Context: an optimization exercise on an open-source flow, tuned for small area and a short achievable clock period. The choices shown serve that exercise and are no tape-out recipe. RTL that was checked went through simulation tests only; none was proved equivalent to the original. The RTL of run 2 was laid out without a check of its function. Power and IR drop assume default switching activity.

==> flow/design.v (outline; a module is shown in full before it is edited, if it fits) <==
// module top: 1429 lines
module top (
  input         clk,
  input         rst,
  input  [31:0] a,
  input  [31:0] b,
  output [67:0] y
);
  // ...
==> flow/run.sh <==
#!/bin/bash
# synth_recipe.tcl (not shown) runs the flow's synth.tcl, then flattens the netlist and writes it again
# the make line also repeats each setting of config.mk as NAME=value (left out here)
make -C /OpenROAD-flow-scripts/flow DESIGN_CONFIG=/design/flow/config.mk WORK_HOME=/design/flow/orfs CLKGATE_MAP_FILE= SYNTH_SCRIPT=/design/flow/synth_recipe.tcl finish
==> flow/config.mk <==
export PLATFORM = sky130hd
export DESIGN_NAME = top
export DESIGN_NICKNAME = top
export VERILOG_FILES = /design/flow/design.v
export SDC_FILE = /design/flow/constraint.sdc
export NUM_CORES = 4
export LEC_CHECK = 0
export CAP_MARGIN = 60
export CORE_MARGIN = 2
export CORE_UTILIZATION = 40
export SLEW_MARGIN = 70
==> flow/constraint.sdc <==
create_clock -name core_clock -period 12.0 [get_ports {clk}]
set_input_delay 2.4000 -clock core_clock [delete_from_list [all_inputs] [get_ports {clk}]]
set_output_delay 2.4000 -clock core_clock [all_outputs]
set_load 0.01 [all_outputs]
==> results.yml, run 1 <==
power_and_ir_drop:
  p_per_area_mw_per_mm2: 192
  swShare_pct: 43.8
  pg_seq_w: 0.000605
floorplan:
  num_tap_cells: 585
  core_area_mm2: 0.0431
  die_area_mm2: 0.0453
layout:
  n_clock_buffer: 10
  stdcell_count: 2397
  multi_input_area_mm2: 0.0130
  seq_cells: 108
logic_synthesis:
  muxShareOfSynthArea_pct: 0
  synth_area_leaders: "fa_1 45%, dfrtp_1 16%, and2_1 9.3%, inv_1 7.2%, ha_1 6.9%"
  synth-simple-area-share_pct: 16.3
  netlist_top_cells_count: "396 x fa_1, 335 x inv_1, 262 x nand2_1, 259 x and2_1, 108 x dfrtp_1"
  synth_seq_area_share_pct: 15.5
  ys_async_sr_fraction_pct: 100
  synth_warnings: 1
  synth_xor_area_share_pct: 2.21
sta:
  hold_slack_ps: 2440
  setup_viol: 0
flow_run:
  drv_cap: 0
status:
  status: "complete, no violations"
routing:
  final_antenna_net_count: 0
  vias_per_cell: 4.94
cts:
  clock-sinks: 108
  cts_setup_buffers: 0
==> run 2: changes to the inputs <==
--- a/flow/design.v
+++ b/flow/design.v
@@ -1417,13 +1417,17 @@
   wire [10:0] c12_q0_d = {1'b0, c12_c676, c12_c674, c12_c672, c12_c670, c12_c668, c12_c666, c12_c664, c12_c662, c12_c660, c12_c658};
   wire [10:0] c12_q1_d = {1'b0, c12_c648, c12_s675, c12_s673, c12_s671, c12_s669, c12_s667, c12_s665, c12_s663, c12_s661, c12_s659};
   wire [6:0] c21_ql_d = c21_lo;
   wire [10:0] c21_q0_d = {1'b0, c21_c1014, c21_c1012, c21_c1010, c21_c1008, c21_c1006, c21_c1004, c21_c1002, c21_c1000, c21_c998, c21_c996};
   wire [10:0] c21_q1_d = {1'b0, c21_c986, c21_s1013, c21_s1011, c21_s1009, c21_s1007, c21_s1005, c21_s1003, c21_s1001, c21_s999, c21_s997};
   wire [6:0] c22_ql_d = c22_lo;
   wire [10:0] c22_q0_d = {1'b0, c22_c1352, c22_c1350, c22_c1348, c22_c1346, c22_c1344, c22_c1342, c22_c1340, c22_c1338, c22_c1336, c22_c1334};
   wire [10:0] c22_q1_d = {1'b0, c22_c1324, c22_s1351, c22_s1349, c22_s1347, c22_s1345, c22_s1343, c22_s1341, c22_s1339, c22_s1337, c22_s1335};
-  assign y[16:0] = {c11_q0 + c11_q1 + c11_ql[6], c11_ql[5:0]};
-  assign y[33:17] = {c12_q0 + c12_q1 + c12_ql[6], c12_ql[5:0]};
-  assign y[50:34] = {c21_q0 + c21_q1 + c21_ql[6], c21_ql[5:0]};
-  assign y[67:51] = {c22_q0 + c22_q1 + c22_ql[6], c22_ql[5:0]};
+  wire [12:0] c11_hs = {1'b0, c11_q0, c11_ql[6]} + {1'b0, c11_q1, c11_ql[6]};
+  assign y[16:0] = {c11_hs[11:1], c11_ql[5:0]};
+  wire [12:0] c12_hs = {1'b0, c12_q0, c12_ql[6]} + {1'b0, c12_q1, c12_ql[6]};
+  assign y[33:17] = {c12_hs[11:1], c12_ql[5:0]};
+  wire [12:0] c21_hs = {1'b0, c21_q0, c21_ql[6]} + {1'b0, c21_q1, c21_ql[6]};
+  assign y[50:34] = {c21_hs[11:1], c21_ql[5:0]};
+  wire [12:0] c22_hs = {1'b0, c22_q0, c22_ql[6]} + {1'b0, c22_q1, c22_ql[6]};
+  assign y[67:51] = {c22_hs[11:1], c22_ql[5:0]};
 endmodule
==> flow/flow/run.sh (new file) <==
#!/bin/bash
# Own layout flow: the standard flow, with two changes.
#  1. After the standard synthesis, polarity.py removes inverters around the full adders
#     (a netlist rewrite that keeps every register and the logic function).
#  2. Port buffers are buf_2 cells instead of the default delay-buffer cells.
# Each tool's output goes to a log file of its own in this folder.
set -euo pipefail
here=$(pwd)
R=$here/orfs/results/$FLOW_PLATFORM/top/base
bash standard.sh "$R/1_2_yosys.v" > synth.log 2>&1
cp "$R/1_2_yosys.v" "$here/1_2_yosys.std.v"
python3 flow/polarity.py "$here/1_2_yosys.std.v" "$R/1_2_yosys.v" > polarity.log 2>&1
export BUFFER_PORTS_ARGS="-buffer_cell sky130_fd_sc_hd__buf_2"
bash standard.sh > layout.log 2>&1
==> flow/flow/polarity.py (new file) <==
#!/usr/bin/env python3
"""Remove inverters around full adders in a flat sky130hd netlist from Yosys.

A full adder is self-dual: inverting its three inputs inverts both outputs. Yosys's
full-adder extraction often leaves an inverter between two adders. For each full adder
this pass checks whether computing it on inverted inputs (and so giving inverted outputs)
needs fewer inverters, counting AND2<->NAND2 swaps of single-load partial products, and
rewires it when the cell area goes down. The logic function of every register input and
output port is unchanged. Usage: polarity.py IN.v OUT.v"""
import re, sys
from collections import defaultdict

P = 'sky130_fd_sc_hd__'
AREA = {'inv': 3.7536, 'and2': 6.256, 'nand2': 3.7536}
OUTPINS = {'X', 'Y', 'Q', 'Q_N', 'COUT', 'SUM', 'HI', 'LO'}

src = open(sys.argv[1]).read()
m = re.search(r'^module\s+(\w+)\s*\(', src, re.M)
start = m.start()
endm = src.index('endmodule', start)
body = src[start:endm]
pre, post = src[:start], src[endm:]

decl_lines, ports = [], set()
cells = {}          # name -> [type, {pin: net}]
order = []
cell_re = re.compile(r'^\s*(\S+)\s+(\S+)\s*\((.*?)\);', re.S | re.M)
pin_re = re.compile(r'\.(\w+)\s*\(\s*(.*?)\s*\)\s*(?:,|$)', re.S)
header_end = body.index(';') + 1
header = body[:header_end]
rest = body[header_end:]
pos = 0
for st in re.finditer(r'[^;]*;', rest, re.S):
    s = st.group(0).strip()
    if not s:
        continue
    if re.match(r'(input|output|inout)\b', s):
        decl_lines.append(s)
        for nm in re.findall(r'([\\\w][^\s,;]*)\s*(?=[,;]|$)', s.split(']')[-1] if ']' in s else s[len(s.split()[0]):]):
            ports.add(nm.strip())
        continue
    if re.match(r'wire\b', s):
        w = re.match(r'wire\s+(\[[^\]]*\]\s*)?(.*);', s, re.S)
        nm = w.group(2).strip()
        if nm in ports:
            decl_lines.append(s)
        continue
    if s.startswith('assign'):
        raise SystemExit('polarity.py: unexpected assign: ' + s[:80])
    mm = re.match(r'(\S+)\s+(\\\S+\s|\S+)\s*\((.*)\)\s*;', s, re.S)
    if not mm:
        raise SystemExit('polarity.py: cannot parse: ' + s[:120])
    typ, name, pins = mm.group(1), mm.group(2).strip(), mm.group(3)
    pd = {}
    for pm in re.finditer(r'\.(\w+)\s*\(\s*((?:\\\S+\s)|[^()]*?)\s*\)', pins):
        pd[pm.group(1)] = pm.group(2).strip()
    cells[name] = [typ, pd]
    order.append(name)

def base(t):
    return t[len(P):].rsplit('_', 1)[0] if t.startswith(P) else t

def is_port_net(n):
    return n.split('[')[0] in ports or n in ports

drv, loads = {}, defaultdict(set)
def rebuild():
    drv.clear(); loads.clear()
    for c, (t, pd) in cells.items():
        for p, n in pd.items():
            if p in OUTPINS:
                drv[n] = (c, p)
            else:
                loads[n].add((c, p))
rebuild()

cnt = [0]
def newnet():
    cnt[0] += 1
    return f'_pol{cnt[0]}_'
def newcell():
    cnt[0] += 1
    return f'_polc{cnt[0]}_'

def connect(c, p, n):
    old = cells[c][1][p]
    if p in OUTPINS:
        if drv.get(old) == (c, p):
            del drv[old]
        drv[n] = (c, p)
    else:
        loads[old].discard((c, p))
        loads[n].add((c, p))
    cells[c][1][p] = n

def add_inv(a, y):
    c = newcell()
    cells[c] = [P + 'inv_1', {'A': a, 'Y': y}]
    order.append(c)
    drv[y] = (c, 'Y'); loads[a].add((c, 'A'))
    return c

def del_cell(c):
    t, pd = cells.pop(c)
    for p, n in pd.items():
        if p in OUTPINS:
            if drv.get(n) == (c, p):
                del drv[n]
        else:
            loads[n].discard((c, p))

def inv_loads(n):
    return [c for (c, p) in loads[n] if base(cells[c][0]) in ('inv', 'clkinv')]

def plan_input(n, fa):
    """cost and action to get ~n at one input of fa"""
    d = drv.get(n)
    if d and base(cells[d[0]][0]) in ('inv', 'clkinv'):
        m = cells[d[0]][1]['A']
        others = [l for l in loads[n] if l[0] != fa]
        cost = -AREA['inv'] if not others and not is_port_net(n) else 0.0
        return cost, ('use', m, d[0] if cost else None)
    il = inv_loads(n)
    if il:
        return 0.0, ('use', cells[il[0]][1]['Y'], None)
    if d and not is_port_net(n) and len(loads[n]) == 1:
        b = base(cells[d[0]][0])
        if b == 'and2':
            return AREA['nand2'] - AREA['and2'], ('swap', d[0], 'nand2')
        if b == 'nand2':
            return AREA['and2'] - AREA['nand2'], ('swap', d[0], 'and2')
    return AREA['inv'], ('newinv', n)

def plan_output(o):
    il = [c for c in inv_loads(o) if not is_port_net(cells[c][1]['Y'])]
    pil = [c for c in inv_loads(o) if is_port_net(cells[c][1]['Y'])]
    if len(pil) > 1:
        return None
    invs = pil + il
    rest = [l for l in loads[o] if l[0] not in invs]
    cost = -AREA['inv'] * len(invs)
    if rest or is_port_net(o) or not invs:
        cost += AREA['inv']
    return cost

def flip(fa):
    t, pd = cells[fa]
    for p in ('A', 'B', 'CIN'):
        n = pd[p]
        cost, act = plan_input(n, fa)
        if act[0] == 'use':
            connect(fa, p, act[1])
            if act[2] and not loads[n]:
                del_cell(act[2])
        elif act[0] == 'swap':
            dc = act[1]
            dt, dpd = cells[dc]
            op = 'X' if 'X' in dpd else 'Y'
            out = dpd.pop(op)
            del drv[out]
            np_ = 'Y' if act[2] == 'nand2' else 'X'
            dpd[np_] = out
            drv[out] = (dc, np_)
            cells[dc][0] = P + act[2] + '_1'
        else:
            m = newnet()
            add_inv(n, m)
            connect(fa, p, m)
    for p in ('SUM', 'COUT'):
        o = pd[p]
        il = inv_loads(o)
        pil = [c for c in il if is_port_net(cells[c][1]['Y'])]
        il = pil + [c for c in il if c not in pil]
        if il:
            target = cells[il[0]][1]['Y']
            del_cell(il[0])
            for c in il[1:]:
                q = cells[c][1]['Y']
                del_cell(c)
                for (lc, lp) in list(loads[q]):
                    connect(lc, lp, target)
            connect(fa, p, target)
            if loads[o] or is_port_net(o):
                add_inv(target, o)
        else:
            m = newnet()
            connect(fa, p, m)
            add_inv(m, o)

def area():
    a = 0
    for t, _ in cells.values():
        b = base(t)
        if b in AREA:
            a += AREA[b]
    return a

a0 = area()
for it in range(30):
    changed = 0
    for fa in list(order):
        if fa not in cells or base(cells[fa][0]) != 'fa':
            continue
        pd = cells[fa][1]
        cost = 0.0
        ok = True
        seen = set()
        for p in ('A', 'B', 'CIN'):
            n = pd[p]
            c, act = plan_input(n, fa)
            if n in seen:
                ok = False
            seen.add(n)
            cost += c
        for p in ('SUM', 'COUT'):
            c = plan_output(pd[p])
            if c is None:
                ok = False
                break
            cost += c
        if ok and cost < -0.5:
            flip(fa)
            changed += 1
    if not changed:
        break
order = [c for c in order if c in cells]
a1 = area()
sys.stderr.write(f'polarity.py: {it+1} passes, inv/and2/nand2 area {a0:.1f} -> {a1:.1f}\n')

nets = set()
for c in order:
    for n in cells[c][1].values():
        if not n.startswith("1'") and not is_port_net(n):
            nets.add(n)
out = [pre, header, '\n']
for d in decl_lines:
    out.append('  ' + d + '\n')
for n in sorted(nets):
    out.append(f'  wire {n}{" " if n.startswith(chr(92)) else ""};\n')
for c in order:
    t, pd = cells[c]
    pins = ',\n'.join(f'    .{p}({n}{" " if n.startswith(chr(92)) else ""})' for p, n in pd.items())
    out.append(f'  {t} {c}{" " if c.startswith(chr(92)) else ""} (\n{pins}\n  );\n')
out.append(post)
open(sys.argv[2], 'w').write(''.join(out))
==> flow/standard.sh (new file) <==
#!/bin/bash
# synth_recipe.tcl (not shown) runs the flow's synth.tcl, then flattens the netlist and writes it again
# the make line also repeats each setting of config.mk as NAME=value (left out here)
make -C /OpenROAD-flow-scripts/flow DESIGN_CONFIG=/design/flow/config.mk WORK_HOME=/design/flow/orfs CLKGATE_MAP_FILE= SYNTH_SCRIPT=/design/flow/synth_recipe.tcl "${@:-finish}"
==> flow/config.mk (replaced) <==
export PLATFORM = sky130hd
export DESIGN_NAME = top
export DESIGN_NICKNAME = top
export VERILOG_FILES = /design/flow/design.v
export SDC_FILE = /design/flow/constraint.sdc
export NUM_CORES = 4
export LEC_CHECK = 0
export CAP_MARGIN = 20
export CORE_MARGIN = 2
export CORE_UTILIZATION = 40
export SLEW_MARGIN = 70
removed: flow/run.sh
==> results.yml, run 2 <==
layout:
  drive_above_1_share_pct: 9.98
  antenna_cells: 0
  mostFrequentLayoutCells: "451 x nand2_1, 392 x fa_1, 182 x inv_1"
  syn_to_final_growth_pct: 7.70
  final_common_cell: "nand2_1"
  multi_input_area_mm2: 0.0129
  fin_nets: 2237
  seqCellArea_mm2: 0.00270
  fillCellCount: 3963
routing:
  vias: 11500
  vias_per_cell: 5.19
  drt-total-wl_um: 38300
  drc_errors: 0
  first_pass_iters: 4
  final_antenna_net_count: 0
  wl_per_cell_um: 17.3
  drt-initial-drc-count: 706
cts:
  postCtsHoldBufs: 0
  cts_tree: "done"
  cts_resized: 0
  clk_pin_slew_ps: 70
  cts_setup_buffers: 0
  htree_num_levels: 3
  clock-sinks: 108
  root_buffer: "clkbuf_16"
  numCtsBuffers: 9
  clk_path_buf_depth: 2
power_and_ir_drop:
  vdd.ir_drop.worst_mv: 0.0938
  clkPwrFrac_pct: 10.0
  power_leakage_nw: 7.99
  swShare_pct: 46.1
  p_seq_share_pct: 17.1
  p_per_area_mw_per_mm2: 195
  internal-power_w: 0.00189
  p_comb_share_pct: 72.9
  power_switching_w: 0.00161
sta:
  slew_violations: 0
  period_share_pct: 46.1
  setup_viol: 0
  fmax_ghz: 0.181
  relSlewSlack_pct: 69.9
  period_needed_ps: 5540
  finalSetupTns_ps: 0
  hold_viol: 0
  rsz0062_at_grt: "false"
  finalWorstSetupSlack_ps: 6460
  tightest_slew_ps: 452
place:
  dp_slack_ps: 6060
  place_congestion: 0.830
  port_buffers: 133
  hpwl_um: 31400
floorplan:
  initial_core_util_pct: 40.7
  io_pins: 134
  fp.dieW_um: 208
  die_h_um: 208
  rows: 74
  die_area_mm2: 0.0434
  core_area_mm2: 0.0410
flow_run:
  drv_cap: 0
logic_synthesis:
  synth_warnings: 1
  synthCells: 1627
  netlist_area_mm2: 0.0167
  syn-num-nets: 2185
  syn_avg_cell_area_um2: 10.3
critical_path:
  crit_path_cell_trace: "buf_2 -> nand2_1 -> fa_1 -> fa_1 -> fa_1 -> fa_1 -> fa_1 -> fa_1 -> inv_1"
  critPathCaptureType: "register"
  path_buf_inv: 2
  worstSetupPathType: "primary input to register"
  critPathMaxStageDelay_ps: 580
  crit_arrival_ps: 5820
  crit_top_cell: "fa_1"
  crit_path_start_kind: "primary input"
  cp_slowest_cell: "fa_1"
  worstPathMaxFanout: 16
  worstPathRequired_ps: 12280
  crit_family: "adder cells"
global_routing:
  gr-total-overflow: 0
  grt_pass1_wl_um: 65700
  antenna_found_initial: 0
  grt_pass1_vias: 12900
  grtUsageTotal_pct: 19.2
  grt_max_degree: 50
status:
  status: "complete, no violations"
min_path:
  hold_path.class: "primary input to asynchronous set/reset pin"
run 2: changes by cell type in the layout (fill, tap and decap cells not counted), sizes merged, moves of 3 or more:
| cell | change |
|---|---|
| clkdlybuf4s50 | -75 |
| and2 | -180 |
| fa | -4 |
| xnor2 | +10 |
| ha | +4 |
| o21ai | -5 |
| inv | -152 |
| a21o | +7 |
| nor2 | -5 |
| nand2 | +189 |
| o21bai | +3 |
| buf | +67 |
| o41ai | +3 |
| xor2 | -8 |
run 2: worst paths after layout:
path	from	end	cells past startpoint
max in group asynchronous	rst	c21_q1[8]	4
setup / recovery	b[4]	c21_q1[3]	9
min in group core_clock	a[0]	c12_ql[0]	3
hold / removal	rst	c12_ql[6]	2
run 2: layout make-up:
class | count | share of cell area (%)
Sequential cell | 108 | 15.0
Clock buffer | 10 | 1.33
Multi-Input combinational cell | 1242 | 71.6
Inverter | 183 | 3.86
Timing Repair Buffer | 135 | 3.91
Clock inverter | 6 | 0.619
Tap cell | 532 | 3.70
run 2: per-layer routing:
metal / track usage [%] / wire (um) / vias up
met5: 0 / 0 / -
met3: 2.35 / 1810 / 54
met4: 6.00 / 975 / 0
met2: 33.7 / 19900 / 324
met1: 25.0 / 15600 / 6100
li1: - / - / 5014
run 2: power groups by stage:
| stage | registers, W | logic, W | clock network, W |
|---|---|---|---|
| 2_1_floorplan | 0.000596 | 0.00192 | 0 |
| 3_3_place_gp | 0.000608 | 0.00260 | 0 |
| 3_5_place_dp | 0.000609 | 0.00264 | 0 |
| 4_1_cts | 0.000602 | 0.00265 | 0.000361 |
| 5_1_grt | 0.000615 | 0.00296 | 0.000375 |
| 6_report | 0.000598 | 0.00255 | 0.000350 |
run 2: through the flow:
step                std cells  util [%]  area, um^2  hold slack, ps  power (W)
floorplan                1627         -       16700            2640    0.00251
global placement         2199      42.9       17600            2500    0.00321
detailed placement       2200      43.0       17600            2420    0.00325
CTS                      2216      43.8       18000            2000    0.00361
global route             2216      43.9       18000            2030    0.00395
finish                   2216      43.9       18000            2000    0.00350

afterwards: timing with drivers on the ports:
Ports are ideal in the flow. The routed layouts listed here were re-timed in OpenROAD.
Step 1, drivers: a clkbuf_16 drives clk and a buf_2 each remaining input, both assumed.
Step 2 times the ports against the registers' clock, not the clock port: input delays grow and output delays shrink by t, the midpoint of the rising clock arrivals with the driver on.
Three values: no drivers, after step 1, after step 2; two values: the first two.
run | t (ns) | setup WS [ns] | worst setup path after step 2
run 1 | 0.453 | 6.102 / 6.109 / 5.656 | input to register
run 2 | 0.437 | 6.464 / 6.479 / 6.042 | input to register
After both steps setup and hold are still met in every run listed. The setup slack of run 1, which loses most, moves by +0.007 ns with the drivers and by -0.446 ns with both steps.
